From an optimization exercise on the open Yosys and OpenROAD flow, aimed at small area, a short achievable clock period and few clock cycles per item; shortcuts taken in it are not production practice.
The RTL was checked by simulation tests, not by an equivalence proof against the original design.
Power is estimated from default activity; no workload was simulated.

xenon:
## product_gen
module product_gen
#(
parameter WORD_SIZE=29
)
(
  input wire clk,
  output wire[2*WORD_SIZE-1:0] sum1,
  input wire[WORD_SIZE-1:0] min,
  input wire[WORD_SIZE-1:0] q
);
For scale: roughly 2100 cells after synthesis, ~120 I/O pins, roughly 22000 um2 of cells after synthesis.
clock: 5.0 ns
lec_check: 0
cap_margin: 20
core_margin: 2
core_utilization: 60
setup_slack_margin: 0.3
slew_margin: 20
synth_hierarchical: 1
synth_minimum_keep_size: 0
standard.sh (not shown) runs the stock make flow with config.mk's settings and CLKGATE_MAP_FILE= SYNTH_SCRIPT=/design/flow/synth_recipe.tcl, a recipe that flattens the netlist after the stock synthesis.
==> flow/flow/run.sh <==
#!/bin/bash
set -uo pipefail
export BUFFER_PORTS_ARGS="-buffer_cell sky130_fd_sc_hd__buf_4"
bash standard.sh > standard.log 2>&1
Testbench counts of xenon, summed over its fixed seeds: cycles 512, items 512.
Edits applied to the flow inputs when going from xenon to juniper:
Settings: CORE_UTILIZATION changed from 60 to 55; SETUP_SLACK_MARGIN changed from 0.3 to 1.0.
==> flow/run.sh (new file) <==
#!/bin/bash
# synth_recipe.tcl (not shown) runs the flow's synth.tcl, then flattens the netlist and writes it again
# the make line also repeats each setting of config.mk as NAME=value (left out here)
make -C /OpenROAD-flow-scripts/flow DESIGN_CONFIG=/design/flow/config.mk WORK_HOME=/design/flow/orfs CLKGATE_MAP_FILE= SYNTH_SCRIPT=/design/flow/synth_recipe.tcl finish
removed: flow/flow/run.sh
removed: flow/standard.sh
Notes after the runs:
Cmp xenon and juniper / met3 usage / higher: juniper. Lower portion of total power attributed to the clock network goes to juniper over xenon. Sort xenon and juniper by number of fill cells asc -> top: juniper. juniper vs. xenon: number of synthesized flops with an enable pin closely matched the old numbers, die area saw an increase, delay contributed by the slowest stage of the critical path rose 0.04 ns. From xenon to juniper, total clock buffers created by CTS did not move at all.
Changes in onyx relative to juniper:
Settings: a change of CORE_UTILIZATION from 55 to 60; a change of SETUP_SLACK_MARGIN from 1.0 to 0.3.
==> flow/flow/run.sh (new file) <==
#!/bin/bash
set -uo pipefail
export BUFFER_PORTS_ARGS="-buffer_cell sky130_fd_sc_hd__buf_2"
bash standard.sh > standard.log 2>&1
==> flow/standard.sh (new file) <==
#!/bin/bash
# synth_recipe.tcl (not shown) runs the flow's synth.tcl, then flattens the netlist and writes it again
# the make line also repeats each setting of config.mk as NAME=value (left out here)
make -C /OpenROAD-flow-scripts/flow DESIGN_CONFIG=/design/flow/config.mk WORK_HOME=/design/flow/orfs CLKGATE_MAP_FILE= SYNTH_SCRIPT=/design/flow/synth_recipe.tcl "${@:-finish}"
removed: flow/run.sh
==> summary.txt <==
NOTE final area juniper->onyx decreased by more than 10%. onyx against juniper: die area lower; overall routing resource usage lower. onyx vs juniper: vertical extent of the die down. Taking juniper as the reference, in onyx quantity of gates resized following cts down 561, relative area change from synthesis to final layout down 36 points, number of well-tap cells placed down 11%, combinational logic power down about 28%, net load switching power down 22%. juniper → onyx: worst voltage drop across the vdd grid went down; initial standard-cell utilization of the core went up.
Input changes introduced in cedar (baseline for comparison: onyx):
Settings: removing SETUP_SLACK_MARGIN (formerly 0.3).
==> flow/flow/run.sh <==
#!/bin/bash
set -uo pipefail
export BUFFER_PORTS_ARGS="-buffer_cell sky130_fd_sc_hd__buf_4"
bash standard.sh > standard.log 2>&1
==> summary.txt <==
cedar against onyx; power is up by a few percent. Reported for cedar and onyx, number of hold-repair buffers added at the cts stage turned out identical to the last digit. cedar: worst endpoint data arrival time is 0.03 ns higher than what onyx reported. Of cedar and onyx, the higher largest net degree at the start of global routing belongs to cedar. Relative to onyx, the standby leakage power of cedar is lower by about 1%. As far as vertical die dimension goes, onyx and cedar are indistinguishable; the numbers are identical. Fill cell total of the finished layout in cedar is 53 higher than in onyx.

## lane 1
product_gen again, from the RTL that the note above started with.
clock: 5.0 ns
lec_check: 0
cap_margin: 20
core_margin: 2
core_utilization: 60
cts_buf_list: sky130_fd_sc_hd__clkbuf_8
cts_cluster_size: 30
setup_slack_margin: 0.3
slew_margin: 20
synth_hierarchical: 1
synth_minimum_keep_size: 0
==> flow/flow/run.sh <==
#!/bin/bash
set -uo pipefail
export BUFFER_PORTS_ARGS="-buffer_cell sky130_fd_sc_hd__buf_4"
bash standard.sh > standard.log 2>&1
Testbench counts of lane 1, summed over its fixed seeds: cycles 512, items 512.
--- input diff lane 1..lane 2 ---
# lane 1
export LEC_CHECK = 0
export CAP_MARGIN = 20
export CORE_MARGIN = 2
export CORE_UTILIZATION = 60
export CTS_BUF_LIST = sky130_fd_sc_hd__clkbuf_8
export CTS_CLUSTER_SIZE = 30
export SETUP_SLACK_MARGIN = 0.3
export SLEW_MARGIN = 20
export SYNTH_HIERARCHICAL = 1
export SYNTH_MINIMUM_KEEP_SIZE = 0
create_clock -name core_clock -period 5.0 [get_ports {clk}]
# lane 2
export LEC_CHECK = 0
export CAP_MARGIN = 20
export CORE_MARGIN = 2
export CORE_UTILIZATION = 60
export SETUP_SLACK_MARGIN = 0.5
export SLEW_MARGIN = 20
export SYNTH_HIERARCHICAL = 1
export SYNTH_MINIMUM_KEEP_SIZE = 0
create_clock -name core_clock -period 5.0 [get_ports {clk}]
diff --git a/flow/flow/run.sh b/flow/flow/run.sh
--- a/flow/flow/run.sh
+++ b/flow/flow/run.sh
@@ -3,0 +4 @@
+export RECOVER_POWER=100
Of the two values seen for master of the slowest instance on the critical path, sky130_fd_sc_hd__clkinv_1 was produced by lane 1 and sky130_fd_sc_hd__fa_1 by lane 2.
Of lane 2 and lane 1, lane 1 shows the lower power dissipated by switching net loads, with lane 2 above it.
Lane 1 has lower met2 routed wirelength than lane 2.
Lane 1 → lane 2: number of placed cells counting well taps now smaller, number of post-CTS setup repair buffers now larger, simple-gate share of the synthesized area comparable.

Setup of run A:
Starting RTL as in the previous note.
clock: 5.0 ns
lec_check: 0
cap_margin: 20
core_margin: 2
core_utilization: 60
setup_slack_margin: 0.5
slew_margin: 20
synth_hierarchical: 1
synth_minimum_keep_size: 0
==> flow/flow/run.sh <==
#!/bin/bash
set -uo pipefail
export BUFFER_PORTS_ARGS="-buffer_cell sky130_fd_sc_hd__buf_4"
bash standard.sh > standard.log 2>&1
Testbench counts of run A, summed over its fixed seeds: cycles 512, items 512.
[inputs] run B vs run A
- CORE_UTILIZATION: 60 -> 50
- SETUP_SLACK_MARGIN: 0.5 -> 0.3
==> summary.txt <==
Higher share of power burned in the clock network was reported by run A, not run B.
Run B -> run A: synthesized area delta 0, exact match
For routed wire length, run A and run B come out practically identical.
In the tables for run B and run A, data required time at the worst endpoint reads higher with run A.
The number of cell rows in run B is 1.10 times that in run A.
Routed length per placed instance sits lower in run B than in run A.
Post-route total power was higher in the run labelled run A.
Run B vs. run A: internal power consumption went down by 220 uW.
Of run B and run A, the higher proportion of power drawn by combinational gates belongs to run B.
Setup changes, run B to run C
- CORE_UTILIZATION changed from 50 to 60
- SETUP_SLACK_MARGIN changed from 0.3 to 0.5
==> flow/run.sh (new file) <==
#!/bin/bash
# synth_recipe.tcl (not shown) runs the flow's synth.tcl, then flattens the netlist and writes it again
# the make line also repeats each setting of config.mk as NAME=value (left out here)
make -C /OpenROAD-flow-scripts/flow DESIGN_CONFIG=/design/flow/config.mk WORK_HOME=/design/flow/orfs CLKGATE_MAP_FILE= SYNTH_SCRIPT=/design/flow/synth_recipe.tcl finish
removed: flow/flow/run.sh
removed: flow/standard.sh
Findings:
- Run C closes out successfully: all stages finished, all timing, DRC and antenna checks passed.
- Run C packs its core tighter than run B.
- Re area growth from synthesis to layout: run C is 10 points up on run B.
- A critical path start-end classification of in -> reg is what run C shows, while reg -> out belongs to run B.
- In run C, the logic depth of the worst path, buffers included came out 4 below the value in run B.
- Run C has more setup slack than run B.

[separate check: timing with driven ports]
In the flow no input, the clock included, has a driving cell. The finished layouts below were timed again as built, in two steps. Step 1: set_driving_cell puts a clkbuf_16 on clk and a buf_2 on each other input, an assumption about the parent block. Step 2, shift: input delay + t, output delay - t, t = (earliest + latest rising clock arrival at the registers) / 2. This alone moves slack from input paths to output paths. Slacks: ideal ports / drivers / drivers and shift; pairs: ideal ports / drivers.
run	t, ns	setup slack, ns	worst slew at a driven data input, ns
xenon	0.507	0.459 / 0.404 / 0.000	0.05
juniper	0.530	0.604 / 0.542 / 0.238	0.06
onyx	0.512	0.444 / 0.387 / -0.026	0.04
cedar	0.504	0.412 / 0.355 / 0.087	0.05
lane 1	0.545	0.384 / 0.411 / -0.134	0.05
lane 2	0.514	0.340 / 0.345 / -0.139	0.06
run A	0.514	0.510 / 0.491 / 0.033	0.06
run B	0.544	0.465 / 0.405 / 0.065	0.05
run C	0.510	0.530 / 0.499 / 0.056	0.05
Met with ideal ports but missed after step 2: setup timing in onyx, lane 1 and lane 2. For lane 1, which loses most, drivers alone change the setup slack by +0.027 ns; drivers and shift together by -0.518 ns.
